This design comes from an exercise in tuning for small area and a short achievable clock period on the open sky130 flow, not from production work.
No run shown here included a check of the RTL's function; only the layout flow was run.
No activity file was given, so power comes from the tool's default toggle rates.

==> flow/design.v, too long to show whole: its modules and the start of the top module <==
// module add4rpl: 23 lines
// module addsub8: 34 lines
// module alu_log: 23 lines
// module bcd_adj: 52 lines
// module m6502alu: 81 lines
// module rg8l: 19 lines
// module rg8l2: 28 lines
// module s_reg: 41 lines
// module prog_cnt: 71 lines
// module mx81_8: 64 lines
// module adl_mux: 28 lines
// module adh_mux: 25 lines
// module op_dcd: 1145 lines
// module m6502_org: 264 lines
module m6502_org (clk, addr, dataenb, datai, datao, irq_n, nmi_n, sob_n, res_n,
   rdy, vpa, sync, we_n);
  // ...
==> flow/run.sh <==
#!/bin/bash
# synth_recipe.tcl (not shown) runs the flow's synth.tcl, then flattens the netlist and writes it again
# the make line also repeats each setting of config.mk as NAME=value (left out here)
make -C /OpenROAD-flow-scripts/flow DESIGN_CONFIG=/design/flow/config.mk WORK_HOME=/design/flow/orfs CLKGATE_MAP_FILE= SYNTH_SCRIPT=/design/flow/synth_recipe.tcl finish
==> flow/config.mk <==
export PLATFORM = sky130hd
export DESIGN_NAME = m6502_org
export DESIGN_NICKNAME = m6502_org
export VERILOG_FILES = /design/flow/design.v
export SDC_FILE = /design/flow/constraint.sdc
export NUM_CORES = 4
export LEC_CHECK = 0
export ABC_AREA = 1
export CAP_MARGIN = 20
export CORE_MARGIN = 2
export CORE_UTILIZATION = 40
export SLEW_MARGIN = 20
==> flow/constraint.sdc <==
create_clock -name core_clock -period 14.0 [get_ports {clk}]
set_input_delay 2.8000 -clock core_clock [delete_from_list [all_inputs] [get_ports {clk}]]
set_output_delay 2.8000 -clock core_clock [all_outputs]
set_load 0.01 [all_outputs]
==> impl_metrics.tcl, run 1 <==
set metrics [dict create \
    vias 16100 \
    maxSlewViolCount 0 \
    status "no timing/DRC/antenna violations" \
    crit_top_cell "nor2_1" \
    initial_core_util 0.4030 \
    nFillCells 3848 \
    nFlopsAndLatches 194 \
    final.setup_skew_ns 0.01892 \
    dr.pass1.iters 6 \
    fp.dieH_um 198.1 \
    switchingPower_mw 0.8750 \
    final_common_cell "nand2_1" \
    final-seq-area_um2 5335 \
    synth_edf_count 145 \
    slowest_delay_ns 0.67 \
    yosysWarnings 3 \
    fin_crit_sh 0.4388 \
    cts_setup_buffers 0 \
    die_w_um 198.1 \
    grt_max_degree 51 \
    grt_first_pass_wirelength_um 96590 \
    remaining_drc_errors 0 \
    synth_top_family_by_area "simple AND/OR/NAND/NOR gates" \
    clock-sinks 194 \
    fmax_mhz 162.8 \
    clock_net_power_mw 0.500 \
    holdWs_ns 0.3633 \
    cp_slowest_cell "clkdlybuf4s50_1" \
    cts_max_path_buffers 2 \
    tightest_slew_ns 1.057 \
    ys_types 72 \
    clk_latency_ns 0.46 \
    multi_input_cells 1563 \
    cts_tree "yes" \
    post_drt_wl_per_cell_um 24.13 \
    syn_to_final_growth_pct 9.646 \
    critPathTopFamily "simple AND/OR/NAND/NOR gates" \
    stdcell_area_um2 16530 \
    synth.most_common_cell "nand2_1" \
    p_per_area_nw_per_um2 128.0 \
    critPathBufInv 5 \
    use_met1 0.4309 \
]
==> module m6502alu, before the edit <==
module m6502alu (jreg, kreg, alu_ctl, alu2op, alu_out, log_out);
input   [7:0] jreg;
input   [7:0] kreg;
input   [11:0] alu_ctl;
output  [5:0] alu2op;
output  [7:0] alu_out;
output  [7:0] log_out;       
wire sub = alu_ctl[0];
wire cin = alu_ctl[4];
wire bcd_en = alu_ctl[3];
wire [7:0] j = jreg;
wire [7:0] sx = {{7{kreg[7]}}, 1'b1};
wire [7:0] bs_p = alu_ctl[7] ? kreg ^ {8{sub}} : alu_ctl[6] ? sx ^ {8{sub}} : {8{sub}};
wire [7:0] bs_g = ({8{alu_ctl[7]}} & kreg | {8{alu_ctl[6] & ~alu_ctl[7]}} & sx) ^ {8{sub}};
wire [7:0] g = j & bs_g;
wire [7:0] p = j ^ bs_p;
wire g10 = g[1] | p[1] & g[0];            wire p10 = p[1] & p[0];
wire g32 = g[3] | p[3] & g[2];            wire p32 = p[3] & p[2];
wire g54 = g[5] | p[5] & g[4];            wire p54 = p[5] & p[4];
wire g76 = g[7] | p[7] & g[6];            wire p76 = p[7] & p[6];
wire g30 = g32 | p32 & g10;               wire p30 = p32 & p10;
wire g74 = g76 | p76 & g54;               wire p74 = p76 & p54;
wire [8:0] c;
assign c[0] = cin;
assign c[1] = g[0] | p[0] & cin;
assign c[2] = g10 | p10 & cin;
assign c[3] = g[2] | p[2] & c[2];
assign c[4] = g30 | p30 & cin;
assign c[5] = g[4] | p[4] & c[4];
assign c[6] = g54 | p54 & c[4];
assign c[7] = g[6] | p[6] & c[6];
assign c[8] = g74 | p74 & c[4];
wire [7:0] d = p ^ c[7:0];                 
wire cout4 = c[4];
wire cout8 = c[8];
wire lo_adj     = bcd_en & ~sub & (cout4 | d[3] & (d[2] | d[1]));
wire lo_adj_sub = bcd_en & sub & ~cout4;
wire lo_ge10    = d[3] & (d[2] | d[1]);
wire c4p        = lo_adj & lo_ge10;        
wire cin4l      = c4p;
wire hi_adj     = bcd_en & ~sub & (cout8 | d[7] & (d[6] | d[5] | c4p & d[4]));
wire hi_adj_sub = bcd_en & sub & ~cout8;
wire [3:0] lo = lo_adj_sub ? {~(d[3] ^ (d[2] & d[1])), d[2] ^ d[1], ~d[1], d[0]} :
                lo_adj     ? {d[3] ^ (d[2] | d[1]), ~(d[2] ^ d[1]), ~d[1], d[0]} : d[3:0];
wire [3:0] h = d[7:4];
wire [3:0] h_p1 = {h[3] ^ (h[2] & h[1] & h[0]), h[2] ^ (h[1] & h[0]), h[1] ^ h[0], ~h[0]};
wire [3:0] h_p6 = {h[3] ^ (h[2] | h[1]), ~(h[2] ^ h[1]), ~h[1], h[0]};
wire [3:0] h_p7 = {h[3] ^ (h[2] | h[1] | h[0]), ~(h[2] ^ (h[1] | h[0])), ~(h[1] ^ h[0]), ~h[0]};
wire [3:0] h_pa = {~(h[3] ^ (h[2] & h[1])), h[2] ^ h[1], ~h[1], h[0]};
wire c8_p6 = h[3] & (h[2] | h[1]);
wire c8_p7 = h[3] & (h[2] | h[1] | h[0]);
wire c8_p1 = &h;
wire [3:0] hi = hi_adj_sub ? h_pa :
                hi_adj ? (cin4l ? h_p7 : h_p6) :
                cin4l ? h_p1 : h;
wire c8p = hi_adj ? (cin4l ? c8_p7 : c8_p6) : cin4l & c8_p1;
wire [7:0] bcd_out = {hi, lo};
wire bcd_cout = cout8 | c8p & ~hi_adj_sub;
wire [7:0] dcd = 8'b1 << alu_ctl[10:8];
wire [7:0] log_b_pre = alu_ctl[7] ? kreg : alu_ctl[6] ? dcd : 8'h00;
wire [7:0] lb = alu_ctl[11] ? ~log_b_pre : log_b_pre;
reg [7:0] log_out;
always @* begin
   case (alu_ctl[2:0])
   3'b010: log_out = {j[6:0], cin};
   3'b011: log_out = {cin, j[7:1]};
   3'b100: log_out = j & lb;
   3'b101: log_out = j | lb;
   3'b110: log_out = j ^ lb;
   default: log_out = ~j & lb;
   endcase
end
wire log_cout = alu_ctl[2:0] == 3'b010 ? j[7] : j[0];
wire [7:0] res = alu_ctl[5] ? 8'h00 : alu_ctl[2:1] == 2'b00 ? bcd_out : log_out;
assign alu_out = res;
wire z_flag = res == 8'h00;
wire v_flag = (~sub ^ j[7] ^ kreg[7]) & (d[7] ^ j[7]);
wire alu_cout = alu_ctl[2:1] == 2'b00 ? bcd_cout : log_cout;
wire bra_carry = cout8 ^ kreg[7] ^ (&j);
assign alu2op = {res[7], v_flag, cout8, bra_carry, z_flag, alu_cout};
endmodule
==> run 2: changes to the inputs <==
--- a/flow/design.v
+++ b/flow/design.v
@@ -135,86 +135,125 @@
           .sum(datao[3:0]));
 endmodule  
-`timescale 1 ns / 1 ns
-module m6502alu (jreg, kreg, alu_ctl, alu2op, alu_out, log_out);
-input   [7:0] jreg;
-input   [7:0] kreg;
-input   [11:0] alu_ctl;
-output  [5:0] alu2op;
-output  [7:0] alu_out;
-output  [7:0] log_out;       
-wire sub = alu_ctl[0];
-wire cin = alu_ctl[4];
-wire bcd_en = alu_ctl[3];
-wire [7:0] j = jreg;
-wire [7:0] sx = {{7{kreg[7]}}, 1'b1};
-wire [7:0] bs_p = alu_ctl[7] ? kreg ^ {8{sub}} : alu_ctl[6] ? sx ^ {8{sub}} : {8{sub}};
-wire [7:0] bs_g = ({8{alu_ctl[7]}} & kreg | {8{alu_ctl[6] & ~alu_ctl[7]}} & sx) ^ {8{sub}};
-wire [7:0] g = j & bs_g;
-wire [7:0] p = j ^ bs_p;
-wire g10 = g[1] | p[1] & g[0];            wire p10 = p[1] & p[0];
-wire g32 = g[3] | p[3] & g[2];            wire p32 = p[3] & p[2];
-wire g54 = g[5] | p[5] & g[4];            wire p54 = p[5] & p[4];
-wire g76 = g[7] | p[7] & g[6];            wire p76 = p[7] & p[6];
-wire g30 = g32 | p32 & g10;               wire p30 = p32 & p10;
-wire g74 = g76 | p76 & g54;               wire p74 = p76 & p54;
-wire [8:0] c;
-assign c[0] = cin;
-assign c[1] = g[0] | p[0] & cin;
-assign c[2] = g10 | p10 & cin;
-assign c[3] = g[2] | p[2] & c[2];
-assign c[4] = g30 | p30 & cin;
-assign c[5] = g[4] | p[4] & c[4];
-assign c[6] = g54 | p54 & c[4];
-assign c[7] = g[6] | p[6] & c[6];
-assign c[8] = g74 | p74 & c[4];
-wire [7:0] d = p ^ c[7:0];                 
-wire cout4 = c[4];
-wire cout8 = c[8];
-wire lo_adj     = bcd_en & ~sub & (cout4 | d[3] & (d[2] | d[1]));
-wire lo_adj_sub = bcd_en & sub & ~cout4;
-wire lo_ge10    = d[3] & (d[2] | d[1]);
-wire c4p        = lo_adj & lo_ge10;        
-wire cin4l      = c4p;
-wire hi_adj     = bcd_en & ~sub & (cout8 | d[7] & (d[6] | d[5] | c4p & d[4]));
-wire hi_adj_sub = bcd_en & sub & ~cout8;
-wire [3:0] lo = lo_adj_sub ? {~(d[3] ^ (d[2] & d[1])), d[2] ^ d[1], ~d[1], d[0]} :
-                lo_adj     ? {d[3] ^ (d[2] | d[1]), ~(d[2] ^ d[1]), ~d[1], d[0]} : d[3:0];
-wire [3:0] h = d[7:4];
-wire [3:0] h_p1 = {h[3] ^ (h[2] & h[1] & h[0]), h[2] ^ (h[1] & h[0]), h[1] ^ h[0], ~h[0]};
-wire [3:0] h_p6 = {h[3] ^ (h[2] | h[1]), ~(h[2] ^ h[1]), ~h[1], h[0]};
-wire [3:0] h_p7 = {h[3] ^ (h[2] | h[1] | h[0]), ~(h[2] ^ (h[1] | h[0])), ~(h[1] ^ h[0]), ~h[0]};
-wire [3:0] h_pa = {~(h[3] ^ (h[2] & h[1])), h[2] ^ h[1], ~h[1], h[0]};
-wire c8_p6 = h[3] & (h[2] | h[1]);
-wire c8_p7 = h[3] & (h[2] | h[1] | h[0]);
-wire c8_p1 = &h;
-wire [3:0] hi = hi_adj_sub ? h_pa :
-                hi_adj ? (cin4l ? h_p7 : h_p6) :
-                cin4l ? h_p1 : h;
-wire c8p = hi_adj ? (cin4l ? c8_p7 : c8_p6) : cin4l & c8_p1;
-wire [7:0] bcd_out = {hi, lo};
-wire bcd_cout = cout8 | c8p & ~hi_adj_sub;
-wire [7:0] dcd = 8'b1 << alu_ctl[10:8];
-wire [7:0] log_b_pre = alu_ctl[7] ? kreg : alu_ctl[6] ? dcd : 8'h00;
-wire [7:0] lb = alu_ctl[11] ? ~log_b_pre : log_b_pre;
-reg [7:0] log_out;
-always @* begin
-   case (alu_ctl[2:0])
-   3'b010: log_out = {j[6:0], cin};
-   3'b011: log_out = {cin, j[7:1]};
-   3'b100: log_out = j & lb;
-   3'b101: log_out = j | lb;
-   3'b110: log_out = j ^ lb;
-   default: log_out = ~j & lb;
-   endcase
-end
-wire log_cout = alu_ctl[2:0] == 3'b010 ? j[7] : j[0];
-wire [7:0] res = alu_ctl[5] ? 8'h00 : alu_ctl[2:1] == 2'b00 ? bcd_out : log_out;
-assign alu_out = res;
-wire z_flag = res == 8'h00;
-wire v_flag = (~sub ^ j[7] ^ kreg[7]) & (d[7] ^ j[7]);
-wire alu_cout = alu_ctl[2:1] == 2'b00 ? bcd_cout : log_cout;
-wire bra_carry = cout8 ^ kreg[7] ^ (&j);
-assign alu2op = {res[7], v_flag, cout8, bra_carry, z_flag, alu_cout};
-endmodule
+`timescale 1 ns / 1 ns  
+module m6502alu (clk,
+   datai,
+   datao,
+   alu_ctl,
+   alu_ld,
+   alu2op,
+   alu_out);
+input   clk;  
+input   [7:0] datai;  
+input   [7:0] datao;  
+input   [11:0] alu_ctl;  
+input   [2:0] alu_ld;  
+output  [5:0] alu2op;  
+output  [7:0] alu_out;  
+parameter zero = 8'b 00000000; 
+parameter XES = 8'b xxxxxxxx; 
+wire    [5:0] alu2op; 
+wire    [7:0] alu_out; 
+wire    [7:0] jreg;  
+wire    [7:0] kreg;  
+wire    [7:0] add_b;  
+wire    [7:0] log_b_preinv;  
+wire    [7:0] log_b;  
+wire    [7:0] add_out;  
+wire    [7:0] log_out;  
+wire    [7:0] bcd_out;  
+wire    [7:0] dcd;  
+wire    [2:0] log_ctl;  
+wire    [7:0] alu_outl;  
+wire    add_sub;  
+wire    add_cin;  
+wire    add_cout4;  
+wire    add_cout;  
+wire    alu_cout;  
+wire    log_cin;  
+wire    log_cout;  
+wire    bcd_en;  
+wire    bcd_cout;  
+wire    [7:0] sign_ext;  
+wire    z_flag;  
+wire    n_flag;  
+wire    v_flag;  
+wire    bra_carry;  
+rg8l2 jrg (.dia(datai),
+          .dib(datao),
+          .lda(alu_ld[0]),
+          .ldb(alu_ld[1]),
+          .dout(jreg),
+          .clk(clk));
+rg8l krg (.di(datai),
+          .ld(alu_ld[2]),
+          .dout(kreg),
+          .clk(clk));
+addsub8 adder (.a(jreg),
+          .b(add_b),
+          .cin(add_cin),
+          .cout4(add_cout4),
+          .cout8(add_cout),
+          .sub(add_sub),
+          .sum(add_out));
+alu_log logic_v (.a(jreg),
+          .b(log_b),
+          .cin(log_cin),
+          .cout(log_cout),
+          .ctl(log_ctl),
+          .y(log_out));
+bcd_adj bcd (.datai(add_out),
+          .datao(bcd_out),
+          .bcd_en(bcd_en),
+          .cin4(add_cout4),
+          .cin8(add_cout),
+          .cout(bcd_cout),
+          .sub(add_sub));
+assign alu_outl = alu_ctl[5] == 1'b 1 ? zero : 
+	alu_ctl[2:1] == 2'b 00 ? bcd_out : 
+	log_out; 
+assign alu_out = alu_outl; 
+assign add_b = alu_ctl[7:6] == 2'b 00 ? zero : 
+	alu_ctl[7:6] == 2'b 01 ? sign_ext : 
+	alu_ctl[7:6] == 2'b 10 ? kreg : 
+	alu_ctl[7:6] == 2'b 11 ? kreg : 
+	XES; 
+assign log_b_preinv = alu_ctl[7:6] == 2'b 00 ? zero : 
+	alu_ctl[7:6] == 2'b 01 ? dcd : 
+	alu_ctl[7:6] == 2'b 10 ? kreg : 
+	alu_ctl[7:6] == 2'b 11 ? kreg : 
+	XES; 
+assign log_b = alu_ctl[11] == 1'b 1 ? ~log_b_preinv : 
+	log_b_preinv; 
+assign dcd[0] = alu_ctl[10:8] == 3'b 000 ? 1'b 1 : 
+	1'b 0; 
+assign dcd[1] = alu_ctl[10:8] == 3'b 001 ? 1'b 1 : 
+	1'b 0; 
+assign dcd[2] = alu_ctl[10:8] == 3'b 010 ? 1'b 1 : 
+	1'b 0; 
+assign dcd[3] = alu_ctl[10:8] == 3'b 011 ? 1'b 1 : 
+	1'b 0; 
+assign dcd[4] = alu_ctl[10:8] == 3'b 100 ? 1'b 1 : 
+	1'b 0; 
+assign dcd[5] = alu_ctl[10:8] == 3'b 101 ? 1'b 1 : 
+	1'b 0; 
+assign dcd[6] = alu_ctl[10:8] == 3'b 110 ? 1'b 1 : 
+	1'b 0; 
+assign dcd[7] = alu_ctl[10:8] == 3'b 111 ? 1'b 1 : 
+	1'b 0; 
+assign alu2op = {{{{{n_flag , v_flag} , add_cout} , bra_carry} , z_flag} , alu_cout}; 
+assign bcd_en = alu_ctl[3]; 
+assign sign_ext = {{{{{{{kreg[7] , kreg[7]} , kreg[7]} , kreg[7]} , kreg[7]} , kreg[7]} , kreg[7]} , 1'b 1}; 
+assign z_flag = alu_outl == 8'b 00000000 ? 1'b 1 : 
+	1'b 0; 
+assign n_flag = alu_outl[7]; 
+assign v_flag = (~alu_ctl[0] ^ jreg[7] ^ kreg[7]) & (add_out[7] ^ jreg[7]); 
+assign add_sub = alu_ctl[0]; 
+assign log_cin = add_cin; 
+assign log_ctl = alu_ctl[2:0]; 
+assign add_cin = alu_ctl[4]; 
+assign alu_cout = alu_ctl[2:1] == 2'b 00 ? bcd_cout : 
+	log_cout; 
+assign bra_carry = add_cout ^ kreg[7] ^ jreg[7] & jreg[6] & jreg[5] & jreg[4] & jreg[3] & jreg[2] & jreg[1] & jreg[0]; 
+endmodule  
 `timescale 1 ns / 1 ns  
 module rg8l (di,
@@ -500,35 +539,55 @@
 assign pre_y[7] = (alu[7] & sel[3] | dreg[7] & sel[2]) & ~(sel[1] | sel[0]); 
 endmodule  
-`timescale 1 ns / 1 ns
-module op_dcd (
-   input  [7:0] opcode,
-   input  [8:1] state,
-   input  [7:0] psrl,
-   input  type1_calc, type2_calc, type2_write, type2_done, type3_calc,
-   input  z_flag_f, branch_carry_f,
-   input  reset_proc, nmi_proc, irq_proc, nmi_pend, irq, resetl,
-   input  rdy,
-   input  [5:0] alu2op,
-   input  [7:0] datai,
-   input  sob_n, sob_n_f,
-   input  syncl,
-   output sync_dcd, vpa, we_d_n,
-   output [11:0] alu_ctl_d,
-   output [2:0] alu_ld,
-   output sreg_up, sreg_cen,
-   output [6:0] prog_ctl,
-   output [6:0] rg_load,
-   output [1:0] adl_sel,
-   output [3:0] adh_sel,
-   output [2:0] domux_sel,
-   output reg [7:0] psr_d,
-   output type1_read, type2_read, type3_read,
-   output opcode_ld,
-   output [7:0] opcode_in,
-   output [8:1] state_in,
-   output irq_pend,
-   output adh_alu,
-   output pc_cen_p,        
-   output pcl_alu_pre);    
+`timescale 1 ns / 1 ns  
+module op_dcd (clk,
+   datai,
+   irq_n,
+   nmi_n,
+   res_n,
+   rdy,
+   sob_n,
+   sync,
+   vpa,
+   we_n,
+   dataenb,
+   alu_ctl,
+   alu_ld,
+   sreg_up,
+   sreg_cen,
+   prog_ctl,
+   reset,
+   rg_load,
+   adl_sel,
+   adh_sel,
+   domux_sel,
+   alu2op,
+   psr,
+   opcde,
+   cycle);
+input   clk;  
+input   [7:0] datai;  
+input   irq_n;  
+input   nmi_n;  
+input   res_n;  
+input   rdy;  
+input   sob_n;  
+output  sync;  
+output  vpa;  
+output  we_n;  
+output  dataenb;  
+output  [11:0] alu_ctl;  
+output  [2:0] alu_ld;  
+output  sreg_up;  
+output  sreg_cen;  
+output  [6:0] prog_ctl;  
+output  reset;  
+output  [6:0] rg_load;  
+output  [1:0] adl_sel;  
+output  [3:0] adh_sel;  
+output  [2:0] domux_sel;  
+input   [5:0] alu2op;  
+output  [7:0] psr;  
+output  [7:0] opcde;  
+output  [8:1] cycle;  
 parameter BRK = 8'b 00000000; 
 parameter ORAINX = 8'b 00000001; 
@@ -678,87 +737,138 @@
 parameter PLX = 8'b 11111010; 
 parameter INCABX = 8'b 11111110; 
-wire pc_load;
-wire pc_h_load;
-wire pc_cen;
-wire pc_sel_datai;
-wire [1:0] pc_vec_sel;
-wire pcl_alu_ld;
-wire aregd_load;
-wire dregi_load;
-wire drego_load;
-wire sreg_load;
-wire xreg_load;
-wire yreg_load;
-wire lreg_load;
-wire jregi_load;
-wire jrego_load;
-wire kregi_load;
-wire adh_dreg;
-wire adh_zpg;
-wire adh_onepg;
-wire [2:0] domux_001;
-wire [2:0] domux_010;
-wire [2:0] domux_011;
-wire [2:0] domux_100;
-wire [2:0] domux_101;
-wire [2:0] domux_110;
-wire [2:0] domux_111;
-wire interrupt;
-wire imp2psr;
-wire imp2tx;
-wire imp2inc;
-wire imm_1_addr;
-wire rel_addr;
-wire zpg_1_addr;
-wire zpx_1_addr;
-wire abs_1_addr;
-wire abx_1_addr;
-wire aby_1_addr;
-wire inx_1_addr;
-wire iny_1_addr;
-wire ind_1_addr;
-wire imm_3_addr;
-wire zpg_3_addr;
-wire zpx_3_addr;
-wire abs_3_addr;
-wire abx_3_addr;
-wire acc_addr;
-wire zpg_rmw_addr;
-wire zpx_rmw_addr;
-wire abs_rmw_addr;
-wire abx_rmw_addr;
-wire branch_take;
-wire adc_op;
-wire lda_op;
-wire cmp_op;
-wire cpx_op;
-wire cpy_op;
-wire ora_op;
-wire and_op;
-wire eor_op;
-wire sta_op;
-wire sbc_op;
-wire asl_op;
-wire lsr_op;
-wire rol_op;
-wire ror_op;
-wire inc_op;
-wire dec_op;
-wire ldx_op;
-wire ldy_op;
-wire stx_op;
-wire sty_op;
-wire bit_op;
-wire rmb_op;
-wire smb_op;
-wire bbx_op;
-wire stz_op;
-wire trb_op;
-wire tsb_op;
-wire [1:0] alu_ctl_bsel;
-wire alu_ctl_carry;
-wire alu_ctl_bcd;
-wire [2:0] alu_ctl_mode;
-wire log_b_inv;
+wire    sync; 
+wire    vpa; 
+wire    we_n; 
+wire    dataenb; 
+reg     [11:0] alu_ctl; 
+wire    [2:0] alu_ld; 
+wire    sreg_up; 
+wire    sreg_cen; 
+wire    [6:0] prog_ctl; 
+wire    reset; 
+wire    [6:0] rg_load; 
+wire    [1:0] adl_sel; 
+wire    [3:0] adh_sel; 
+wire    [2:0] domux_sel; 
+wire    [7:0] psr; 
+wire    [7:0] opcde; 
+wire    [8:1] cycle; 
+wire    [7:0] opcode;  
+wire    [7:0] opcode_in;  
+wire    opcode_ld;  
+wire    [8:1] state;  
+wire    [8:1] state_in;  
+wire    syncl;  
+reg     wel_n;  
+wire    we_d_n;  
+wire    pc_load;  
+wire    pc_h_load;  
+wire    pc_cen;  
+wire    pc_sel_datai;  
+wire    [1:0] pc_vec_sel;  
+wire    pcl_alu_ld;  
+reg     [7:0] psrl;  
+reg     sob_n_f;  
+wire    aregd_load;  
+wire    dregi_load;  
+wire    drego_load;  
+wire    sreg_load;  
+wire    xreg_load;  
+wire    yreg_load;  
+wire    lreg_load;  
+wire    jregi_load;  
+wire    jrego_load;  
+wire    kregi_load;  
+reg     z_flag_f;  
+reg     branch_carry_f;  
+wire    adh_alu;  
+wire    adh_dreg;  
+wire    adh_zpg;  
+wire    adh_onepg;  
+wire    [2:0] domux_001; 
+wire    [2:0] domux_010; 
+wire    [2:0] domux_011; 
+wire    [2:0] domux_100; 
+wire    [2:0] domux_101; 
+wire    [2:0] domux_110; 
+wire    [2:0] domux_111; 
+reg     resetl;  
+wire    interrupt;  
+reg     reset_proc;  
+reg     nmi_proc;  
+reg     irq_proc;  
+reg     irq;  
+wire    irq_pend;  
+reg     nmi_pend;  
+reg     nmi1;  
+reg     nmi2;  
+reg     addr_carry;  
+wire    imp2psr;  
+wire    imp2tx;  
+wire    imp2inc;  
+wire    imm_1_addr;  
+wire    rel_addr;  
+wire    zpg_1_addr;  
+wire    zpx_1_addr;  
+wire    abs_1_addr;  
+wire    abx_1_addr;  
+wire    aby_1_addr;  
+wire    inx_1_addr;  
+wire    iny_1_addr;  
+wire    ind_1_addr;  
+wire    imm_3_addr;  
+wire    zpg_3_addr;  
+wire    zpx_3_addr;  
+wire    abs_3_addr;  
+wire    abx_3_addr;  
+wire    acc_addr;  
+wire    zpg_rmw_addr;  
+wire    zpx_rmw_addr;  
+wire    abs_rmw_addr;  
+wire    abx_rmw_addr;  
+wire    type1_read;  
+reg     type1_calc;  
+wire    type2_read;  
+reg     type2_calc;  
+reg     type2_write;  
+reg     type2_done;  
+wire    type3_read;  
+reg     type3_calc;  
+wire    branch_take;  
+wire    adc_op;  
+wire    lda_op;  
+wire    cmp_op;  
+wire    cpx_op;  
+wire    cpy_op;  
+wire    ora_op;  
+wire    and_op;  
+wire    eor_op;  
+wire    sta_op;  
+wire    sbc_op;  
+wire    asl_op;  
+wire    lsr_op;  
+wire    rol_op;  
+wire    ror_op;  
+wire    inc_op;  
+wire    dec_op;  
+wire    ldx_op;  
+wire    ldy_op;  
+wire    stx_op;  
+wire    sty_op;  
+wire    bit_op;  
+wire    rmb_op;  
+wire    smb_op;  
+wire    bbx_op;  
+wire    stz_op;  
+wire    trb_op;  
+wire    tsb_op;  
+wire    [11:0] alu_ctl_d;  
+wire    [1:0] alu_ctl_bsel;  
+wire    alu_ctl_carry;  
+wire    alu_ctl_bcd;  
+wire    [2:0] alu_ctl_mode;  
+wire    log_b_inv;  
+assign psr = psrl; 
+assign sync = syncl; 
 assign we_d_n = opcode == BRK & reset_proc == 1'b 0 & 
 		(state[1] == 1'b 1 | state[2] == 1'b 1 | state[3] == 1'b 1) | 
@@ -786,9 +896,12 @@
 		state[3] == 1'b 1 | type2_calc == 1'b 1 ? 1'b 0 : 
 	1'b 1; 
-always @*
+assign we_n = wel_n; 
+assign dataenb = ~wel_n; 
+assign reset = resetl; 
+always @(posedge clk)
    begin : elr
    if (resetl == 1'b 1)
       begin
-      psr_d[7] = 1'b 0;
+      psrl[7] <= 1'b 0;
       end
    else
@@ -799,5 +912,5 @@
 		bit_op == 1'b 1))
          begin
-         psr_d[7] = datai[7];
+         psrl[7] <= datai[7];
          end
       else if (rdy == 1'b 1 & (type1_calc == 1'b 1 & 
@@ -818,14 +931,14 @@
 		opcode == PLX | opcode == PLY)) )
          begin
-         psr_d[7] = alu2op[5];
+         psrl[7] <= alu2op[5];
          end
       else
          begin
-         psr_d[7] = psrl[7];
+         psrl[7] <= psrl[7];
          end
       end
    if (resetl == 1'b 1)
       begin
-      psr_d[6] = 1'b 0;
+      psrl[6] <= 1'b 0;
       end
    else
@@ -833,5 +946,5 @@
       if (sob_n == 1'b 0 & sob_n_f == 1'b 1)
          begin
-         psr_d[6] = 1'b 1;
+         psrl[6] <= 1'b 1;
          end
       else if (rdy == 1'b 1 & (
@@ -840,24 +953,24 @@
 		bit_op == 1'b 1) )
          begin
-         psr_d[6] = datai[6];
+         psrl[6] <= datai[6];
          end
       else if (rdy == 1'b 1 & opcode == CLV & 
 		state[2] == 1'b 1 )
          begin
-         psr_d[6] = 1'b 0;
+         psrl[6] <= 1'b 0;
          end
       else if (rdy == 1'b 1 & type1_calc == 1'b 1 & 
 		(adc_op == 1'b 1 | sbc_op == 1'b 1) )
          begin
-         psr_d[6] = alu2op[4];
+         psrl[6] <= alu2op[4];
          end
       else
          begin
-         psr_d[6] = psrl[6];
+         psrl[6] <= psrl[6];
          end
       end
    if (resetl == 1'b 1)
       begin
-      psr_d[5] = 1'b 0;
+      psrl[5] <= 1'b 0;
       end
    else
@@ -866,14 +979,14 @@
 		opcode == RTI) & state[2] == 1'b 1)
          begin
-         psr_d[5] = datai[5];
+         psrl[5] <= datai[5];
          end
       else
          begin
-         psr_d[5] = psrl[5];
+         psrl[5] <= psrl[5];
          end
       end
    if (resetl == 1'b 1)
       begin
-      psr_d[4] = 1'b 0;
+      psrl[4] <= 1'b 0;
       end
    else
@@ -882,24 +995,24 @@
 		state[2] == 1'b 1)
          begin
-         psr_d[4] = 1'b 0;
+         psrl[4] <= 1'b 0;
          end
       else if (rdy == 1'b 1 & opcode == PLP & 
 		state[2] == 1'b 1 )
          begin
-         psr_d[4] = datai[4];
+         psrl[4] <= datai[4];
          end
       else if (rdy == 1'b 1 & opcode == BRK & 
 		state[1] == 1'b 1 & interrupt == 1'b 0 )
          begin
-         psr_d[4] = 1'b 1;
+         psrl[4] <= 1'b 1;
          end
       else
          begin
-         psr_d[4] = psrl[4];
+         psrl[4] <= psrl[4];
          end
       end
    if (resetl == 1'b 1)
       begin
-      psr_d[3] = 1'b 0;
+      psrl[3] <= 1'b 0;
       end
    else
@@ -908,24 +1021,24 @@
 		opcode == RTI) & state[2] == 1'b 1)
          begin
-         psr_d[3] = datai[3];
+         psrl[3] <= datai[3];
          end
       else if (rdy == 1'b 1 & opcode == CLD & 
 		state[2] == 1'b 1 )
          begin
-         psr_d[3] = 1'b 0;
+         psrl[3] <= 1'b 0;
          end
       else if (rdy == 1'b 1 & opcode == SED & 
 		state[2] == 1'b 1 )
          begin
-         psr_d[3] = 1'b 1;
+         psrl[3] <= 1'b 1;
          end
       else
          begin
-         psr_d[3] = psrl[3];
+         psrl[3] <= psrl[3];
          end
       end
    if (resetl == 1'b 1)
       begin
-      psr_d[2] = 1'b 1;
+      psrl[2] <= 1'b 1;
       end
    else
@@ -934,24 +1047,24 @@
 		opcode == RTI) & state[2] == 1'b 1)
          begin
-         psr_d[2] = datai[2];
+         psrl[2] <= datai[2];
          end
       else if (rdy == 1'b 1 & (state[5] == 1'b 1 & opcode == BRK | 
 		opcode == SEI & state[2] == 1'b 1) )
          begin
-         psr_d[2] = 1'b 1;
+         psrl[2] <= 1'b 1;
          end
       else if (rdy == 1'b 1 & opcode == CLI & 
 		state[2] == 1'b 1 )
          begin
-         psr_d[2] = 1'b 0;
+         psrl[2] <= 1'b 0;
          end
       else
          begin
-         psr_d[2] = psrl[2];
+         psrl[2] <= psrl[2];
          end
       end
    if (resetl == 1'b 1)
       begin
-      psr_d[1] = 1'b 0;
+      psrl[1] <= 1'b 0;
       end
    else
@@ -960,5 +1073,5 @@
 		opcode == RTI) & state[2] == 1'b 1)
          begin
-         psr_d[1] = datai[1];
+         psrl[1] <= datai[1];
          end
       else if (rdy == 1'b 1 & (type1_calc == 1'b 1 & 
@@ -981,14 +1094,14 @@
 		opcode == PLX | opcode == PLY)) )
          begin
-         psr_d[1] = alu2op[1];
+         psrl[1] <= alu2op[1];
          end
       else
          begin
-         psr_d[1] = psrl[1];
+         psrl[1] <= psrl[1];
          end
       end
    if (resetl == 1'b 1)
       begin
-      psr_d[0] = 1'b 0;
+      psrl[0] <= 1'b 0;
       end
    else
@@ -997,15 +1110,15 @@
 		state[2] == 1'b 1)
          begin
-         psr_d[0] = 1'b 0;
+         psrl[0] <= 1'b 0;
          end
       else if (rdy == 1'b 1 & opcode == SEC & 
 		state[2] == 1'b 1 )
          begin
-         psr_d[0] = 1'b 1;
+         psrl[0] <= 1'b 1;
          end
       else if (rdy == 1'b 1 & (opcode == PLP | 
 		opcode == RTI) & state[2] == 1'b 1 )
          begin
-         psr_d[0] = datai[0];
+         psrl[0] <= datai[0];
          end
       else if (rdy == 1'b 1 & (type1_calc == 1'b 1 & 
@@ -1019,12 +1132,93 @@
 		rol_op == 1'b 1)) )
          begin
-         psr_d[0] = alu2op[0];
+         psrl[0] <= alu2op[0];
          end
       else
          begin
-         psr_d[0] = psrl[0];
+         psrl[0] <= psrl[0];
          end
       end
    end
+assign cycle = state; 
+assign opcde = opcode; 
+always @(posedge clk)
+   begin : misc
+   if (resetl == 1'b 1)
+      begin
+      reset_proc <= 1'b 1;
+      end
+   else if (state[6] == 1'b 1 )
+      begin
+      reset_proc <= 1'b 0;
+      end
+   if (irq_pend == 1'b 1 & syncl == 1'b 1 & 
+		rdy == 1'b 1)
+      begin
+      irq_proc <= 1'b 1;
+      end
+   else if (state[6] == 1'b 1 | resetl == 1'b 1 )
+      begin
+      irq_proc <= 1'b 0;
+      end
+   if (nmi_pend == 1'b 1 & syncl == 1'b 1 & 
+		rdy == 1'b 1)
+      begin
+      nmi_proc <= 1'b 1;
+      end
+   else if (state[6] == 1'b 1 | resetl == 1'b 1 )
+      begin
+      nmi_proc <= 1'b 0;
+      end
+   resetl <= ~res_n;
+   irq <= ~irq_n;
+   if (nmi2 == 1'b 0 & nmi1 == 1'b 1)
+      begin
+      nmi_pend <= 1'b 1;
+      end
+   else if (nmi_proc == 1'b 1 | resetl == 1'b 1 )
+      begin
+      nmi_pend <= 1'b 0;
+      end
+   nmi2 <= nmi1;
+   nmi1 <= ~nmi_n;
+   if (resetl == 1'b 1)
+      begin
+      addr_carry <= 1'b 0;
+      end
+   else if (rdy == 1'b 1 & (opcode == JMPAIX & 
+		state[1] == 1'b 1 | iny_1_addr == 1'b 1 & 
+		state[2] == 1'b 1 | abx_rmw_addr == 1'b 1 & 
+		state[1] == 1'b 1 | abx_1_addr == 1'b 1 & 
+		state[1] == 1'b 1 | abx_3_addr == 1'b 1 & 
+		state[1] == 1'b 1 | aby_1_addr == 1'b 1 & 
+		state[1] == 1'b 1) )
+      begin
+      addr_carry <= alu2op[3];
+      end
+   else
+      begin
+      addr_carry <= addr_carry;
+      end
+   end
+always @(posedge clk)
+   begin : pipe
+   if (rdy == 1'b 1)
+      begin
+      alu_ctl <= alu_ctl_d;
+      wel_n <= we_d_n;
+      z_flag_f <= alu2op[1];
+      branch_carry_f <= alu2op[2];
+      type1_calc <= type1_read;
+      type2_done <= type2_write;
+      type2_write <= type2_calc;
+      type2_calc <= type2_read;
+      type3_calc <= type3_read;
+      sob_n_f <= sob_n;
+      end
+   end
+rg8l opcd (.di(opcode_in),
+          .ld(opcode_ld),
+          .dout(opcode),
+          .clk(clk));
 assign opcode_ld = syncl & rdy | resetl; 
 assign opcode_in = resetl == 1'b 1 | nmi_pend == 1'b 1 | 
@@ -1032,7 +1226,12 @@
 	datai; 
 assign irq_pend = irq & ~psrl[2] & ~nmi_pend; 
+rg8l st ( 
+.di(state_in),
+.ld(rdy),
+.dout(state),
+          .clk(clk));
 assign state_in = opcode_ld == 1'b 1 ? 8'b 00000001 : 
 	{state[7:1] , 1'b 0}; 
-assign sync_dcd = opcode == BRK & state[7] == 1'b 1 | opcode == RTI & 
+assign syncl = opcode == BRK & state[7] == 1'b 1 | opcode == RTI & 
 		state[5] == 1'b 1 | opcode == RTS & 
 		state[5] == 1'b 1 | opcode == JSR & 
@@ -1176,6 +1375,8 @@
 		(state[3] == 1'b 1 | state[4] == 1'b 1) ? 2'b 10 : 
 	2'b 00; 
-assign pc_cen = rdy & (syncl & ~nmi_pend & ~irq_pend | opcode == BRK & ~interrupt & state[1] | pc_cen_p);
-assign pc_cen_p = (opcode == BRK & 
+assign pc_cen = rdy == 1'b 1 & (syncl == 1'b 1 & 
+		nmi_pend == 1'b 0 & irq_pend == 1'b 0 | 
+		opcode == BRK & interrupt == 1'b 0 & 
+		state[1] == 1'b 1 | opcode == BRK & 
 		state[5] == 1'b 1 | imm_1_addr == 1'b 1 & 
 		state[1] == 1'b 1 | imm_3_addr == 1'b 1 & 
@@ -1202,5 +1403,6 @@
 		state[4] == 1'b 1 | opcode == JMP & 
 		state[1] == 1'b 1 | opcode == JMPIND & 
-		(state[1] == 1'b 1 | state[3] == 1'b 1)); 
+		(state[1] == 1'b 1 | state[3] == 1'b 1)) ? 1'b 1 : 
+	1'b 0; 
 assign pc_load = resetl == 1'b 1 | rdy == 1'b 1 & 
 		(opcode == BRK & state[4] == 1'b 1 | opcode == BRK & 
@@ -1242,6 +1444,8 @@
 assign vpa = opcode == BRK & (state[5] == 1'b 1 | state[6] == 1'b 1) ? 1'b 1 : 
 	1'b 0; 
-assign pcl_alu_pre = bbx_op & branch_take & state[4] | rel_addr & branch_take & state[2];
-assign pcl_alu_ld = pcl_alu_pre & ~alu2op[2];
+assign pcl_alu_ld = bbx_op == 1'b 1 & branch_take == 1'b 1 & 
+		alu2op[2] == 1'b 0 & state[4] == 1'b 1 | rel_addr == 1'b 1 & 
+		branch_take == 1'b 1 & alu2op[2] == 1'b 0 & state[2] == 1'b 1 ? 1'b 1 : 
+	1'b 0; 
 assign prog_ctl = {{{{{pc_vec_sel , pcl_alu_ld} , pc_sel_datai} , pc_load} , pc_h_load} , pc_cen}; 
 assign sreg_cen = rdy == 1'b 1 & (opcode == BRK & 
@@ -1646,267 +1850,173 @@
 	1'b 0; 
 endmodule  
-`timescale 1 ns / 1 ns
-module m6502_org (clk, addr, dataenb, datai, datao, irq_n, nmi_n, sob_n, res_n,
-   rdy, vpa, sync, we_n);
-input   clk;
-output  [15:0] addr;
-output  dataenb;
-input   [7:0] datai;
-output  [7:0] datao;
-input   irq_n;
-input   nmi_n;
-input   sob_n;
-input   res_n;
-input   rdy;
-output  vpa;
-output  sync;
-output  we_n;
-reg  [7:0] opcode;
-reg  [8:1] state;
-reg  [7:0] psrl;
-reg  [11:0] alu_ctl;
-reg  wel_n, z_flag_f, branch_carry_f, sob_n_f;
-reg  type1_calc, type2_calc, type2_write, type2_done, type3_calc;
-reg  resetl, reset_proc, nmi_proc, irq_proc, irq, nmi_pend, nmi1, nmi2;
-reg  [7:0] areg, xreg, yreg, sreg, dreg, jreg, kreg, lreg, hreg;
-reg  [15:0] pc;
-reg  syncl;
-reg  [7:0] dsel;           
-reg  [3:0] asel;           
-reg  h_pc, h_alu, h_alu0, h_dreg, h_dreg0, h_one;    
-wire we_d_n, sreg_up, sreg_cen, opcode_ld, irq_pend;
-wire type1_read, type2_read, type3_read;
-wire [11:0] alu_ctl_d;
-wire [6:0] prog_ctl_c;
-wire [2:0] alu_ld;
-wire [6:0] prog_ctl;
-wire [6:0] rg_load;
-wire [7:0] psr_d, opcode_in;
-wire [8:1] state_in;
-wire [5:0] alu2op;
-wire [7:0] alu_out;
-reg  [7:0] alu_wr;         
-op_dcd sm (.opcode(opcode), .state(state), .psrl(psrl),
-   .type1_calc(type1_calc), .type2_calc(type2_calc), .type2_write(type2_write),
-   .type2_done(type2_done), .type3_calc(type3_calc),
-   .z_flag_f(z_flag_f), .branch_carry_f(branch_carry_f),
-   .reset_proc(reset_proc), .nmi_proc(nmi_proc), .irq_proc(irq_proc),
-   .nmi_pend(nmi_pend), .irq(irq), .resetl(resetl), .rdy(rdy),
-   .alu2op(alu2op), .datai(datai), .sob_n(sob_n), .sob_n_f(sob_n_f),
-   .syncl(syncl),
-   .sync_dcd(), .vpa(), .we_d_n(we_d_n), .alu_ctl_d(alu_ctl_d),
-   .alu_ld(), .sreg_up(), .sreg_cen(),
-   .prog_ctl(prog_ctl_c), .rg_load(), .adl_sel(),
-   .adh_sel(), .domux_sel(), .psr_d(),
-   .type1_read(type1_read), .type2_read(type2_read), .type3_read(type3_read),
-   .opcode_ld(opcode_ld), .opcode_in(opcode_in), .state_in(state_in),
-   .irq_pend(irq_pend), .adh_alu(), .pc_cen_p(), .pcl_alu_pre());
-wire interrupt = reset_proc | nmi_proc | irq_proc;
-assign alu_ld = {resetl | rdy & cr[12], resetl | rdy & cr[11], rdy & cr[10]};
-assign rg_load = {resetl | rdy & cr[19], resetl | cr[18], resetl | cr[17], cr[16],
-                  resetl | rdy & cr[15], rdy & cr[14], resetl | cr[13]};
-assign prog_ctl = {prog_ctl_c[6:5], pcl_pre & ~alu2op[2], cr[24], resetl | rdy & cr[23],
-                   resetl | cr[22],
-                   rdy & (syncl & ~nmi_pend & ~irq_pend | opcode == 8'h00 & ~interrupt & state[1] | cr[20])};
-assign sreg_cen = rdy & cr[26];
-assign sreg_up = cr[27];
-wire [7:0] psr_d1;
-op_dcd sm1 (.opcode(opcode), .state(state), .psrl(psrl),
-   .type1_calc(type1_calc), .type2_calc(type2_calc), .type2_write(type2_write),
-   .type2_done(type2_done), .type3_calc(type3_calc),
-   .z_flag_f(z_flag_f), .branch_carry_f(branch_carry_f),
-   .reset_proc(reset_proc), .nmi_proc(nmi_proc), .irq_proc(irq_proc),
-   .nmi_pend(nmi_pend), .irq(irq), .resetl(resetl), .rdy(1'b1),
-   .alu2op(alu2op), .datai(datai), .sob_n(sob_n), .sob_n_f(sob_n_f),
-   .syncl(syncl),
-   .sync_dcd(), .vpa(), .we_d_n(), .alu_ctl_d(),
-   .alu_ld(), .sreg_up(), .sreg_cen(),
-   .prog_ctl(), .rg_load(), .adl_sel(),
-   .adh_sel(), .domux_sel(), .psr_d(psr_d1),
-   .type1_read(), .type2_read(), .type3_read(),
-   .opcode_ld(), .opcode_in(), .state_in(),
-   .irq_pend(), .adh_alu(), .pc_cen_p(), .pcl_alu_pre());
-wire sob_fall = ~sob_n & sob_n_f;
-wire [7:0] psr_d0 = resetl ? 8'b0000_0100 : {psrl[7], psrl[6] | sob_fall, psrl[5:0]};
-assign psr_d = rdy ? psr_d1 : psr_d0;
-m6502alu alu (.jreg(jreg), .kreg(kreg), .alu_ctl(alu_ctl), .alu2op(alu2op),
-   .alu_out(alu_out), .log_out());
-wire [7:0] dataor = {8{dsel[1]}} & areg | {8{dsel[2]}} & psrl | {8{dsel[3]}} & sreg |
-                    {8{dsel[4]}} & xreg | {8{dsel[5]}} & yreg | {8{dsel[6]}} & pc[15:8] |
-                    {8{dsel[7]}} & pc[7:0];
-wire dsel_alu = dsel[0];
-wire [7:0] dataol = dsel_alu ? alu_out : dataor;
-wire reset_proc_n = resetl ? 1'b1 : state[6] ? 1'b0 : reset_proc;
-wire irq_proc_n = (irq_pend & syncl & rdy) ? 1'b1 : (state[6] | resetl) ? 1'b0 : irq_proc;
-wire nmi_proc_n = (nmi_pend & syncl & rdy) ? 1'b1 : (state[6] | resetl) ? 1'b0 : nmi_proc;
-wire nmi_pend_n = (~nmi2 & nmi1) ? 1'b1 : (nmi_proc | resetl) ? 1'b0 : nmi_pend;
-wire [11:0] alu_ctl_n = rdy ? {ctlr[11:6], resetl, alu_ctl_d[4], ctlr[3:0]} : alu_ctl;
-wire wel_n_n = rdy ? we_d_n : wel_n;
-wire z_flag_f_n = rdy ? alu2op[1] : z_flag_f;
-wire branch_carry_f_n = rdy ? alu2op[2] : branch_carry_f;
-wire type1_calc_n = rdy ? type1_read : type1_calc;
-wire type2_done_n = rdy ? type2_write : type2_done;
-wire type2_write_n = rdy ? type2_calc : type2_write;
-wire type2_calc_n = rdy ? type2_read : type2_calc;
-wire type3_calc_n = rdy ? type3_read : type3_calc;
-wire sob_n_f_n = rdy ? sob_n : sob_n_f;
-wire [8:1] state_n = rdy ? state_in : state;
-wire [7:0] opcode_n = opcode_ld ? opcode_in : opcode;
-wire [7:0] areg_n = rg_load[0] ? dataol : areg;
-wire [7:0] dreg_n = rg_load[1] ? datai : rg_load[2] ? dataol : dreg;
-wire [7:0] xreg_n = rg_load[4] ? dataol : xreg;
-wire [7:0] yreg_n = rg_load[5] ? dataol : yreg;
-wire [7:0] lreg_n = rg_load[6] ? alu_out : lreg;
-wire [7:0] jreg_n = alu_ld[0] ? datai : alu_ld[1] ? dataol : jreg;
-wire [7:0] kreg_n = alu_ld[2] ? datai : kreg;
-wire [7:0] sreg_n = resetl ? 8'h00 : rg_load[3] ? dataol :
-                    sreg_cen ? (sreg_up ? sreg + 8'd1 : sreg - 8'd1) : sreg;
-wire [7:0] cntil = prog_ctl[6:5] == 2'b10 ? 8'hFC :
-                   prog_ctl[6:5] == 2'b01 ? 8'hFA :
-                   prog_ctl[6:5] == 2'b11 ? 8'hFE :
-                   prog_ctl[4] ? alu_out : hreg;
-wire [7:0] cntih = prog_ctl[6:5] != 2'b00 ? 8'hFF :
-                   prog_ctl[3] ? datai : dataol;
-wire [15:0] pc_n = resetl ? 16'hFFFC :
-                   (prog_ctl[2] | prog_ctl[4]) ? {cntih, cntil} :
-                   prog_ctl[0] ? pc + 16'd1 : pc;
-wire [7:0] hreg_n = resetl ? 8'hFC : prog_ctl[1] ? (prog_ctl[3] ? datai : alu_out) : hreg;
-wire ld1 = syncl | resetl;
-wire [30:0] c_a, c_f, c_b;
-wire [11:0] ctl_a, ctl_f, ctl_b;
-wire [6:0] pg_a, pg_f, pg_b;
-op_dcd nxa (.opcode(opcode), .state({state[7:1], 1'b0}), .psrl(psr_d1),
-   .type1_calc(type1_read), .type2_calc(type2_read), .type2_write(type2_calc),
-   .type2_done(type2_write), .type3_calc(type3_read),
-   .z_flag_f(alu2op[1]), .branch_carry_f(alu2op[2]),
-   .reset_proc(1'b0), .nmi_proc(1'b0), .irq_proc(1'b0),
-   .nmi_pend(1'b0), .irq(1'b0), .resetl(1'b0), .rdy(1'b1),
-   .alu2op(6'b0), .datai(8'h00), .sob_n(1'b1), .sob_n_f(1'b1),
-   .syncl(1'b0),
-   .sync_dcd(c_a[0]), .vpa(c_a[1]), .we_d_n(), .alu_ctl_d(ctl_a),
-   .alu_ld(c_a[12:10]), .sreg_up(c_a[27]), .sreg_cen(c_a[26]),
-   .prog_ctl(pg_a), .rg_load(c_a[19:13]), .adl_sel(c_a[3:2]),
-   .adh_sel(c_a[9:6]), .domux_sel({c_a[5:4], c_a[30]}), .psr_d(),
-   .type1_read(), .type2_read(), .type3_read(),
-   .opcode_ld(), .opcode_in(), .state_in(),
-   .irq_pend(), .adh_alu(), .pc_cen_p(c_a[20]), .pcl_alu_pre(c_a[25]));
-assign c_a[24:21] = {pg_a[3:1], 1'b0};
-assign c_a[29:28] = 2'b00;
-op_dcd nxf (.opcode(opcode_in), .state(8'b0000_0001), .psrl(psr_d1),
-   .type1_calc(type1_read), .type2_calc(type2_read), .type2_write(type2_calc),
-   .type2_done(type2_write), .type3_calc(type3_read),
-   .z_flag_f(alu2op[1]), .branch_carry_f(alu2op[2]),
-   .reset_proc(1'b0), .nmi_proc(1'b0), .irq_proc(1'b0),
-   .nmi_pend(1'b0), .irq(1'b0), .resetl(1'b0), .rdy(1'b1),
-   .alu2op(6'b0), .datai(8'h00), .sob_n(1'b1), .sob_n_f(1'b1),
-   .syncl(1'b0),
-   .sync_dcd(c_f[0]), .vpa(c_f[1]), .we_d_n(), .alu_ctl_d(ctl_f),
-   .alu_ld(c_f[12:10]), .sreg_up(c_f[27]), .sreg_cen(c_f[26]),
-   .prog_ctl(pg_f), .rg_load(c_f[19:13]), .adl_sel(c_f[3:2]),
-   .adh_sel(c_f[9:6]), .domux_sel({c_f[5:4], c_f[30]}), .psr_d(),
-   .type1_read(), .type2_read(), .type3_read(),
-   .opcode_ld(), .opcode_in(), .state_in(),
-   .irq_pend(), .adh_alu(), .pc_cen_p(c_f[20]), .pcl_alu_pre(c_f[25]));
-assign c_f[24:21] = {pg_f[3:1], 1'b0};
-assign c_f[29:28] = 2'b00;
-op_dcd brk (.opcode(8'h00), .state(state), .psrl(psrl),
-   .type1_calc(type1_calc), .type2_calc(type2_calc), .type2_write(type2_write),
-   .type2_done(type2_done), .type3_calc(type3_calc),
-   .z_flag_f(z_flag_f), .branch_carry_f(branch_carry_f),
-   .reset_proc(1'b0), .nmi_proc(1'b0), .irq_proc(1'b0),
-   .nmi_pend(1'b0), .irq(1'b0), .resetl(1'b0), .rdy(1'b1),
-   .alu2op(6'b0), .datai(8'h00), .sob_n(1'b1), .sob_n_f(1'b1),
-   .syncl(1'b0),
-   .sync_dcd(c_b[0]), .vpa(c_b[1]), .we_d_n(), .alu_ctl_d(ctl_b),
-   .alu_ld(c_b[12:10]), .sreg_up(c_b[27]), .sreg_cen(c_b[26]),
-   .prog_ctl(pg_b), .rg_load(c_b[19:13]), .adl_sel(c_b[3:2]),
-   .adh_sel(c_b[9:6]), .domux_sel({c_b[5:4], c_b[30]}), .psr_d(),
-   .type1_read(), .type2_read(), .type3_read(),
-   .opcode_ld(), .opcode_in(), .state_in(),
-   .irq_pend(), .adh_alu(), .pc_cen_p(c_b[20]), .pcl_alu_pre(c_b[25]));
-assign c_b[24:21] = {pg_b[3:1], 1'b0};
-assign c_b[29:28] = 2'b00;
-wire [30:0] c_n1 = ld1 ? c_f : c_a;
-wire [11:0] ctl_n1 = ld1 ? ctl_f : ctl_a;
-wire bv2 = state[2] & opcode[7:6] == 2'b01 & opcode[4:0] == 5'b10000;
-wire sync_n0 = bv2 ? psr_d0[6] ^ opcode[5] : syncl;
-wire pclp_n0 = bv2 ? psr_d0[6] ^ ~opcode[5] : pcl_pre;
-reg  [30:1] cr;            
-reg  [11:0] ctlr;          
-wire [30:0] c_nx = rdy ? c_n1 : c_b;
-wire [11:0] ctl_nx = rdy ? ctl_n1 : ctl_b;
-wire pcl_pre = cr[25];
-wire [7:0] wr_dcd = 8'b1 << ctlr[10:8];
-wire [7:0] wr_lbp = ctlr[7] ? kreg : ctlr[6] ? wr_dcd : 8'h00;
-wire [7:0] wr_lb = ctlr[11] ? ~wr_lbp : wr_lbp;
-reg  [7:0] wr_log;
-always @* begin
-   case (ctlr[1:0])
-   2'b00: wr_log = jreg & wr_lb;
-   2'b01: wr_log = jreg | wr_lb;
-   2'b10: wr_log = jreg ^ wr_lb;
-   default: wr_log = ~jreg & wr_lb;
-   endcase
-end
-wire [7:0] alu_wr_n = (rdy & ctlr[2]) ? (resetl ? 8'h00 : wr_log) : alu_out;
-wire [7:0] alu_adr = jreg + {7'b0, alu_ctl[4]};
-wire [7:0] addrl = {8{asel[0]}} & pc[7:0] | {8{asel[1]}} & dreg | {8{asel[2]}} & sreg |
-                   {8{asel[3]}} & lreg;
-wire [7:0] addrh;
-assign addrh[0] = h_pc & pc[8] | h_alu0 & alu_adr[0] | h_dreg0 & dreg[0] | h_one;
-assign addrh[7:1] = {7{h_pc}} & pc[15:9] | {7{h_alu}} & alu_adr[7:1] | {7{h_dreg}} & dreg[7:1];
-assign addr = {addrh, addrl};
-assign datao = dsel_alu ? alu_wr : dataor;
-assign we_n = wel_n;
-assign dataenb = ~wel_n;
-assign sync = syncl;
-assign vpa = cr[1];
-always @(posedge clk) begin
-   psrl <= psr_d;
-   reset_proc <= reset_proc_n;
-   irq_proc <= irq_proc_n;
-   nmi_proc <= nmi_proc_n;
-   resetl <= ~res_n;
-   irq <= ~irq_n;
-   nmi_pend <= nmi_pend_n;
-   nmi2 <= nmi1;
-   nmi1 <= ~nmi_n;
-   alu_ctl <= alu_ctl_n;
-   wel_n <= wel_n_n;
-   z_flag_f <= z_flag_f_n;
-   branch_carry_f <= branch_carry_f_n;
-   type1_calc <= type1_calc_n;
-   type2_done <= type2_done_n;
-   type2_write <= type2_write_n;
-   type2_calc <= type2_calc_n;
-   type3_calc <= type3_calc_n;
-   sob_n_f <= sob_n_f_n;
-   state <= state_n;
-   opcode <= opcode_n;
-   areg <= areg_n;
-   dreg <= dreg_n;
-   xreg <= xreg_n;
-   yreg <= yreg_n;
-   lreg <= lreg_n;
-   jreg <= jreg_n;
-   kreg <= kreg_n;
-   sreg <= sreg_n;
-   pc <= pc_n;
-   hreg <= hreg_n;
-   syncl <= rdy ? c_n1[0] : resetl ? c_b[0] : sync_n0;
-   if (rdy | resetl) begin
-      cr <= c_nx[30:1];
-      ctlr <= ctl_nx;
-      dsel <= 8'b1 << {c_nx[5:4], c_nx[30]};
-      asel <= 4'b1 << c_nx[3:2];
-      h_pc <= c_nx[9:6] == 4'b0000;
-      h_alu <= c_nx[9] & ~c_nx[7] & ~c_nx[6];
-      h_alu0 <= c_nx[9] & ~c_nx[7];
-      h_dreg <= c_nx[8] & ~c_nx[7] & ~c_nx[6];
-      h_dreg0 <= c_nx[8] & ~c_nx[7];
-      h_one <= c_nx[6] & ~c_nx[7];
-   end else
-      cr[25] <= pclp_n0;
-   alu_wr <= alu_wr_n;
-end
-endmodule
+`timescale 1 ns / 1 ns  
+module m6502_org (clk,
+   addr,
+   dataenb,
+   datai,
+   datao,
+   irq_n,
+   nmi_n,
+   sob_n,
+   res_n,
+   rdy,
+   vpa,
+   sync,
+   we_n
+   );
+parameter LEFT = 0;
+parameter RIGHT = 1;
+input   clk;  
+output  [15:0] addr;  
+output  dataenb;  
+input   [7:0] datai;  
+output  [7:0] datao;  
+input   irq_n;  
+input   nmi_n;  
+input   sob_n;  
+input   res_n;  
+input   rdy;  
+output  vpa;  
+output  sync;  
+output  we_n;  
+wire    [15:0] addr; 
+wire    dataenb; 
+wire    [7:0] datao; 
+wire    vpa; 
+wire    sync; 
+wire    we_n; 
+wire    [7:0] areg; 
+wire    [7:0] sreg; 
+wire    [7:0] xreg; 
+wire    [7:0] yreg; 
+wire    [7:0] pch; 
+wire    [7:0] pcl; 
+wire    [7:0] alu_out; 
+wire    [7:0] dreg; 
+wire    [7:0] psr; 
+wire    [7:0] addrh;  
+wire    [7:0] addrl;  
+wire    [7:0] dataol;  
+wire    [7:0] xregl;  
+wire    [7:0] yregl;  
+wire    [7:0] sregl;  
+wire    [7:0] aregl;  
+wire    [7:0] dregl;  
+wire    [7:0] alu_outl;  
+wire    [7:0] pchl;  
+wire    [7:0] pcll;  
+wire    [7:0] psrl;  
+wire    [11:0] alu_ctl;  
+wire    [5:0] alu2op;  
+wire    [2:0] alu_ld;  
+wire    [6:0] rg_load;  
+wire    sreg_up;  
+wire    sreg_cen;  
+wire    [6:0] pc_ctl;  
+wire    [1:0] adl_sel;  
+wire    [3:0] adh_sel;  
+wire    [2:0] domux_sel;  
+wire    reset;  
+wire    [7:0] opcde;  
+wire    [8:1] cycle;  
+assign areg = aregl; 
+assign xreg = xregl; 
+assign yreg = yregl; 
+assign sreg = sregl; 
+assign dreg = dregl; 
+assign pch = pchl; 
+assign pcl = pcll; 
+assign psr = psrl; 
+assign alu_out = alu_outl; 
+assign datao = dataol; 
+assign addr = {addrh , addrl}; 
+op_dcd sm (.clk(clk),
+          .datai(datai),
+          .irq_n(irq_n),
+          .nmi_n(nmi_n),
+          .res_n(res_n),
+          .rdy(rdy),
+          .sob_n(sob_n),
+          .sync(sync),
+          .vpa(vpa),
+.we_n(we_n),
+          .dataenb(dataenb),
+          .alu_ctl(alu_ctl),
+          .alu_ld(alu_ld),
+          .sreg_up(sreg_up),
+          .sreg_cen(sreg_cen),
+          .prog_ctl(pc_ctl),
+          .reset(reset),
+          .rg_load(rg_load),
+          .adl_sel(adl_sel),
+          .adh_sel(adh_sel),
+          .domux_sel(domux_sel),
+          .alu2op(alu2op),
+          .psr(psrl),
+          .opcde(opcde),
+.cycle(cycle));
+m6502alu alu (.clk(clk),
+          .datai(datai),
+          .datao(dataol),
+          .alu_ctl(alu_ctl),
+          .alu_ld(alu_ld),
+          .alu2op(alu2op),
+.alu_out(alu_outl));
+rg8l arg (.di(dataol),
+          .ld(rg_load[0]),
+          .dout(aregl),
+.clk(clk));
+rg8l2 drg (.dia(datai),
+          .dib(dataol),
+          .lda(rg_load[1]),
+          .ldb(rg_load[2]),
+          .dout(dregl),
+.clk(clk));
+s_reg srg (.datai(dataol),
+          .datao(sregl),
+          .load(rg_load[3]),
+          .up(sreg_up),
+          .cnt_enb(sreg_cen),
+          .reset(reset),
+.clk(clk));
+rg8l xrg (.di(dataol),
+          .ld(rg_load[4]),
+          .dout(xregl),
+.clk(clk));
+rg8l yrg (.di(dataol),
+          .ld(rg_load[5]),
+          .dout(yregl),
+.clk(clk));
+prog_cnt pc (.clk(clk),
+          .reset(reset),
+          .alu(alu_outl),
+          .cntoh(pchl),
+          .cntol(pcll),
+          .datai(datai),
+          .datao(dataol),
+.prog_ctl(pc_ctl));
+mx81_8 domx ( 
+.a(alu_outl),
+.b(aregl),
+.c(psrl),
+          .d(sregl),
+          .e(xregl),
+          .f(yregl),
+          .g(pchl),
+          .h(pcll),
+          .s(domux_sel),
+.y(dataol));
+adl_mux adlmx (.alu(alu_outl),
+          .pcl(pcll),
+          .dreg(dregl),
+          .sreg(sregl),
+          .clk(clk),
+          .lreg_ld(rg_load[6]),
+          .sel(adl_sel),
+.y(addrl));
+adh_mux adhmx (.alu(alu_outl),
+          .pch(pchl),
+          .dreg(dregl),
+          .sel(adh_sel),
+          .y(addrh));
+endmodule  
--- a/flow/config.mk
+++ b/flow/config.mk
@@ -6,5 +6,4 @@
 export NUM_CORES = 4
 export LEC_CHECK = 0
-export ABC_AREA = 1
 export CAP_MARGIN = 20
 export CORE_MARGIN = 2
==> run 2 against run 1 <==
- worst setup slack worse by 4.7 ns
- global-route usage down 1.3 points
- first-iteration DRC count up 12%
- via count down 25%
- hold slack worse by 0.0079 ns
- still clean
- routed wire length down 23%
- power down 10%
- clock skew up 0.0098 ns
- maximum frequency down 44%
- synthesized cell count down 33%
- non-clock buffer count up 29
- clock power down 8.6%
==> impl_metrics.tcl, run 2 <==
set metrics [dict create \
    rows 62 \
    power_mw 1.901 \
    cts_resized 0 \
    synth_edf_count 93 \
    synth_top_family_by_area "simple AND/OR/NAND/NOR gates" \
    fin_crit_sh 0.7777 \
    htree_levels 4 \
    die_w_um 175.4 \
    routabilityCongestion 1.031 \
    first_global_vias 11400 \
    clock-sinks 141 \
    clk_latency_ns 0.45 \
    io_buffers 41 \
    ant_nets 0 \
    yosysWarnings 6 \
    yosysSeqAreaShare 0.3193 \
    reg2reg_to "srg.dataol[7]" \
    crit_top_cell "fa_1" \
    synth_seq_cells 141 \
    fmax_mhz 91.85 \
    post_drt_wl_per_cell_um 27.08 \
    rsz0062_at_grt "false" \
    dieArea_um2 30780 \
    synth_top_cells_by_area "edfxtp_1 (24%), dfxtp_1 (8.2%), nand2_1 (5.6%)" \
    grt_max_degree 68 \
    r2r_start "sm.alu_ctl[7]" \
    remaining_drc_errors 0 \
    synthAdderAreaFrac 0.05896 \
    drive_above_1_share 0.08252 \
    tightest_slew_ns 1.087 \
    reg2reg_slack_ns 6.61 \
    synthArstFlopShare 0 \
    max_cap_violations 0 \
    slowest_delay_ns 0.55 \
    cts_setup_buffers 0 \
    synth.area.mux_share 0.04310 \
    setup_viol 0 \
    synthFlopType "edfxtp_1" \
    ys_types 94 \
    final_common_cell "nand2_1" \
    diodes 0 \
    cts_max_path_buffers 2 \
    cp_slowest_cell "fa_1" \
    maxSlewViolCount 0 \
    synth-simple-area-share 0.2474 \
    track_usage 0.3204 \
    cp_max_fo 11 \
    dr.pass1.iters 8 \
    fp.dieH_um 175.4 \
    syn_inst 1432 \
    stdcell_area_um2 13060 \
    syn_area_um2 11760 \
    synth.avg_cell_area_um2 8.210 \
    placed_area_um2 12490 \
    r2r_cells 29 \
    wl_um 49450 \
    status "no timing/DRC/antenna violations" \
    ctsRootBufferMaster "clkbuf_16" \
    p_per_area_nw_per_um2 145.6 \
    vias 12150 \
    hold_buffers 0 \
    cts_buffers 17 \
    min_to "sm.nmi2" \
    dpl.hpwl_um 35380 \
    grt_first_pass_wirelength_um 74200 \
    fin_crit_ns 10.89 \
    final.setup_skew_ns 0.02870 \
    nNetsFinal 1490 \
    vdd_drop_max_mv 0.07879 \
    ys_top_cells_by_count "nand2_1 (176), nor2_1 (114), a21oi_1 (97), edfxtp_1 (93), o21ai_0 (87)" \
    nFillCells 2898 \
    grt_overflow_total 0 \
    layout_common_cells "nand2_1 (176), nor2_1 (114), a21oi_1 (97)" \
    critPathBufInv 8 \
    critPathTopFamily "adder cells" \
    synth_compound_area_frac 0.2441 \
    initial_core_util 0.4074 \
    clk_pin_slew_ns 0.06 \
    worstSetupStartpointType "flop" \
    end_kind "primary output" \
    top_register "pc.pc" \
    arrival_ns 8.09 \
    ios 42 \
    tns_ns 0 \
    worstHoldStart "sm.nmi1" \
    leakagePower_nw 4.989 \
    initialDrtViolationCount 2143 \
    vias_per_cell 6.655 \
    coreArea_um2 28860 \
    hold_viol 0 \
    largest_reg_flops 16 \
    synth_nets 1493 \
    synthXorXnorAreaFrac 0.02905 \
    criticalPathCategory "reg -> out" \
    synth_largest_area_cell "edfxtp_1" \
    cts_tree "yes" \
    synth.most_common_cell "nand2_1" \
    syn_to_final_growth_pct 11.09 \
    top_regs "pc.pc x16, sm.alu_ctl x12" \
    worstPathRequired_ns 11.20 \
    hp-class "reg -> reg" \
    slew_headroom 0.2739 \
    whs_path_depth 0 \
    synth_top_area_share 0.2375 \
    antenna_found_initial 0 \
]
[run 2: worst reg2reg max path, delay by kind of cell, from the launching register on]
kind | cells | cell delay, ns
flops | 1 | 0.52
fa+ha+maj | 11 | 3.81
simple gates | 4 | 1.04
compound gates | 7 | 1.26
xor+xnor | 1 | 0.21
buf+inv | 6 | 0.41
[run 2: layout make-up]
class	count	area [um^2]	share of cell area
clock inverters	13	130.1	0.009964
clock buffers	19	432.9	0.03315
inverters	61	229.0	0.01753
well taps	384	480.5	0.03679
multi-input cells	1128	7335	0.5616
repair buffers	80	698.2	0.05346
flip-flops and latches	141	3755	0.2875
[run 2: worst max path at each step]
stage	startpoint	endpoint	slack [ns]	cells past startpoint
6_report	sm.alu_ctl[7]	datao[7]	3.11	30
2_1_floorplan	sm.alu_ctl[0]	datao[7]	3.91	31
4_1_cts	sm.alu_ctl[7]	datao[7]	3.13	30
3_5_place_dp	sm.alu_ctl[7]	datao[7]	3.58	30
5_1_grt	sm.alu_ctl[7]	datao[7]	2.66	30
3_3_place_gp	sm.alu_ctl[7]	datao[7]	3.83	30
[run 2: cell families (layout without fill, tap and decap cells)]
logic type                 after synthesis  after routing
buffers and inverters                  163            173
xor gates and xnor gates                39             39
muxes                                   49             49
and+or+nand+nor                        571            571
AOI/OAI and AO/OA                      422            422
adders and majority gates               47             47
DFF                                    141            141
[run 2: layer usage]
layer | vias to the layer above | global-route usage | routed length, um
met2 | 862 | 0.4742 | 20820
met1 | 5820 | 0.4485 | 20290
met5 | - | 0 | 0
met3 | 168 | 0.05952 | 5654
met4 | 0 | 0.1574 | 2685
li1 | 5302 | - | -
[run 2: through the flow]
step / hold WS, ns / worst slack, ns / instances / utilization
CTS: 0.3575 / 3.128 / 1826 / 0.4524
detailed placement: 0.3456 / 3.582 / 1794 / 0.4328
global placement: 0.3346 / 3.827 / 1794 / 0.4328
finish: 0.3554 / 3.112 / 1826 / 0.4526
floorplan: 0.3308 / 3.915 / 1432 / -
global route: 0.3628 / 2.657 / 1826 / 0.4526
[run 2: where the power goes]
part           switching, mW  internal [mW]
clock                  0.208          0.248
sequential            0.0726          0.550
combinational          0.511          0.311
total                  0.792           1.11

-- afterwards: timing with drivers on the ports --
How much do the figures lean on ideal ports? The routed layouts below were timed once more, with nothing changed but the port constraints. Step 1 sets driving cells, clkbuf_16 on the clock port and buf_2 on the other inputs (assumed; they add their load-dependent delay and slew). Step 2 times the ports against the registers' clock, not the clock port: input delays grow and output delays shrink by t, the midpoint of the rising clock arrivals with the driver on. Slacks: ideal / step 1 / step 2; pairs: ideal / step 1.
run	t (ns)	setup WS [ns]	hold slack, ns	cell pins on the clock port's net
run 1	0.502	7.856 / 7.885 / 7.382	0.363 / 0.363 / 0.363	1
run 2	0.494	3.112 / 3.057 / 3.551	0.355 / 0.355 / 0.355	1
After both steps setup and hold are still met in every run listed. The setup slack of run 1, which loses most, moves by +0.029 ns with the drivers and by -0.474 ns with both steps.
